Source: an optimization exercise on an open RTL-to-GDS flow (aim: small area). Production flows keep margins and buffers that such runs may drop. Function was checked by simulation only, so behaviour that the tests miss may differ from the original.

## run A
## LCD_driver
module LCD_driver(
    input system_clk, rst, run,
    input [31:0] score,
    output LCD_RW,
    output reg LCD_EN, LCD_RS, LCD_RST,
    output reg [7:0] LCD_DATA
);
    localparam S0 = 3'd0, S1 = 3'd1, S1J = 3'd5, S2A = 3'd2, S2B = 3'd3, S3 = 3'd4, S4 = 3'd6;
    reg [2:0] st;
    reg [5:0] idx;    
    reg [3:0] dreg;   
    wire [3:0] dig;
    LCD_conv conv(.x(score), .k(~idx[3:0]), .d(dig));
    wire ld  = (st == S1);
    wire ldj = (st == S1J);
    wire go4 = (run & ~idx[5]) | (idx[5] & (idx[4] | (idx[3:0] == 4'd0)));
    assign LCD_RW = ~LCD_RS;
    always @(posedge system_clk) begin
        LCD_RST <= rst | ((st == S4) & run);
        LCD_EN  <= rst | ld | ldj | (LCD_EN & ~(st == S3));
        LCD_RS  <= ~rst & (LCD_RS | ld | ldj);
        if (ld) dreg <= dig;
        if (rst) begin
            st <= S0;
            idx <= 6'd0;
        end else begin
            case (st)
                S0:  st <= go4 ? S4 : S1;
                S1:  begin st <= S2A; idx <= idx + 6'd1; end
                S1J: begin st <= S2A; idx <= 6'd33; end
                S2A: st <= S2B;
                S2B: st <= S3;
                S3:  st <= S0;
                S4:  st <= run ? S1J : S4;
                default: st <= 3'bxxx;
            endcase
        end
    end
    always @* begin
        case (idx)
            6'd0:  LCD_DATA = 8'h00;
            6'd1:  LCD_DATA = 8'h28;  
            6'd2:  LCD_DATA = 8'h45;  
            6'd3:  LCD_DATA = 8'h4C;  
            6'd4:  LCD_DATA = 8'h4C;  
            6'd5:  LCD_DATA = 8'h4F;  
            6'd6:  LCD_DATA = 8'h01;  
            6'd7, 6'd8, 6'd9, 6'd10, 6'd11, 6'd12, 6'd13, 6'd14, 6'd15, 6'd16:
                   LCD_DATA = 8'h5F;  
            6'd17: LCD_DATA = 8'h30;  
            6'd18: LCD_DATA = 8'h52;  
            6'd19: LCD_DATA = 8'h45;  
            6'd20: LCD_DATA = 8'h53;  
            6'd21: LCD_DATA = 8'h53;  
            6'd22: LCD_DATA = 8'h5F;  
            6'd23: LCD_DATA = 8'h52;  
            6'd24: LCD_DATA = 8'h55;  
            6'd25: LCD_DATA = 8'h4E;  
            6'd26: LCD_DATA = 8'h01;  
  ...
Size: roughly 1,200 cells after synthesis, roughly 0.0063 mm² of cells after synthesis.
==> flow/config.mk <==
export PLATFORM = sky130hd
export DESIGN_NAME = LCD_driver
export DESIGN_NICKNAME = LCD_driver
export VERILOG_FILES = /design/flow/design.v
export SDC_FILE = /design/flow/constraint.sdc
export NUM_CORES = 4
export LEC_CHECK = 0
export ABC_AREA = 1
export CAP_MARGIN = 20
export CORE_MARGIN = 2
export CORE_UTILIZATION = 40
export SLEW_MARGIN = 20
==> flow/constraint.sdc <==
create_clock -name core_clock -period 30.0 [get_ports {system_clk}]
set_input_delay 6.0000 -clock core_clock [delete_from_list [all_inputs] [get_ports {system_clk}]]
set_output_delay 6.0000 -clock core_clock [all_outputs]
set_load 0.01 [all_outputs]
standard.sh (not shown) runs the stock make flow with config.mk's settings and CLKGATE_MAP_FILE= SYNTH_SCRIPT=/design/flow/synth_recipe.tcl, a recipe that flattens the netlist after the stock synthesis.
==> flow/flow/run.sh <==
#!/bin/bash
set -euo pipefail
W=$(pwd)
cat > "$W/area_synth.tcl" <<EOT
proc abc {args} {
  set i [lsearch -exact \$args -script]
  if {\$i >= 0} { lset args [expr {\$i + 1}] {$W/flow/area.abc} }
  yosys abc {*}\$args
}
source {$W/synth_recipe.tcl}
EOT
bash standard.sh SYNTH_SCRIPT="$W/area_synth.tcl" finish > "$W/standard_flow.log" 2>&1
==> flow/flow/area.abc <==
strash
balance -l
resub -K 6 -l
rewrite -l
resub -K 6 -N 2 -l
refactor -l
resub -K 8 -l
balance -l
resub -K 8 -N 2 -l
rewrite -l
resub -K 10 -l
rewrite -z -l
resub -K 10 -N 2 -l
balance -l
resub -K 12 -l
refactor -z -l
resub -K 12 -N 2 -l
rewrite -z -l
balance -l
balance -l
resub -K 6 -l
rewrite -l
resub -K 6 -N 2 -l
refactor -l
resub -K 8 -l
balance -l
resub -K 8 -N 2 -l
rewrite -l
resub -K 10 -l
rewrite -z -l
resub -K 10 -N 2 -l
balance -l
resub -K 12 -l
refactor -z -l
resub -K 12 -N 2 -l
rewrite -z -l
balance -l
dch -f
amap
topo
The final layout from run A, which completed every stage, passed the timing, DRC and antenna checks at the end of the flow.
Modified inputs, run B compared to run A
Settings: CTS_BUF_LIST: unset -> sky130_fd_sc_hd__clkbuf_4; CORE_UTILIZATION: 40 -> 75; PLACE_DENSITY: unset -> 0.85.
--- a/flow/flow/run.sh
+++ b/flow/flow/run.sh
@@ -11,2 +11,2 @@
 EOT
-bash standard.sh SYNTH_SCRIPT="$W/area_synth.tcl" finish > "$W/standard_flow.log" 2>&1
+bash standard.sh SYNTH_SCRIPT="$W/area_synth.tcl" "BUFFER_PORTS_ARGS=-buffer_cell sky130_fd_sc_hd__buf_1" finish > "$W/standard_flow.log" 2>&1
[summary]
Die area, run A and run B: higher on run A. Summary of run B over run A: worst path arrival time +1240 ps; hold slack +56 ps; register-to-register slack -70 ps. Per the comparison of run B with run A, cell row count lost 12, tap cell count lost 106.
#### Input delta (run C over run B)
Settings: clearing PLACE_DENSITY, which used to be 0.85; swapping 75 for 40 in CORE_UTILIZATION.
- Number of logic stages on the critical path including buffering was lower in the run labelled run B.
- Against run B, worst hold slack in run C came out worse.
- Clock buffer and inverter area fraction after layout delta (run B -> run C): insignificant
- Maximum frequency from static timing analysis of run C exceeds that of run B by a few percent.
Edits applied to the flow inputs when going from run C to run D:
Settings: PLACE_DENSITY: unset -> 0.7; CORE_UTILIZATION: 40 -> 60.
## What came out
Run C → run D: final RePlAce weighted congestion has increased, non-clock buffer contribution to total cell area has decreased, worst setup margin has decreased, first-iteration DRC count has increased.
Going from run C to run D, layout-stage area growth over the synthesis result fell by 3.7 points.

static timing again, ports no longer ideal:
Ports are ideal in the flow. The routed layouts listed here were re-timed in OpenROAD. Step 1 assumes that a clkbuf_16 drives the clock port and a buf_2 every other input. Step 2, shift: input delay + t, output delay - t, t = (earliest + latest rising clock arrival at the registers) / 2. This alone moves slack from input paths to output paths. Three values: no drivers, after step 1, after step 2; two values: the first two.
| run | shift t [ns] | slack for setup (ns) | worst setup path after step 2 |
|---|---|---|---|
| run A | 0.280 | 2.659 / 2.662 / 2.382 | input to register |
| run B | 0.329 | 1.476 / 1.479 / 1.151 | input to register |
| run C | 0.322 | 2.648 / 2.644 / 2.322 | input to register |
| run D | 0.319 | 2.294 / 2.293 / 1.974 | input to register |
After both steps every run listed still meets setup and hold. For run C, which loses most, drivers alone change the setup slack by -0.004 ns; drivers and shift together by -0.326 ns.
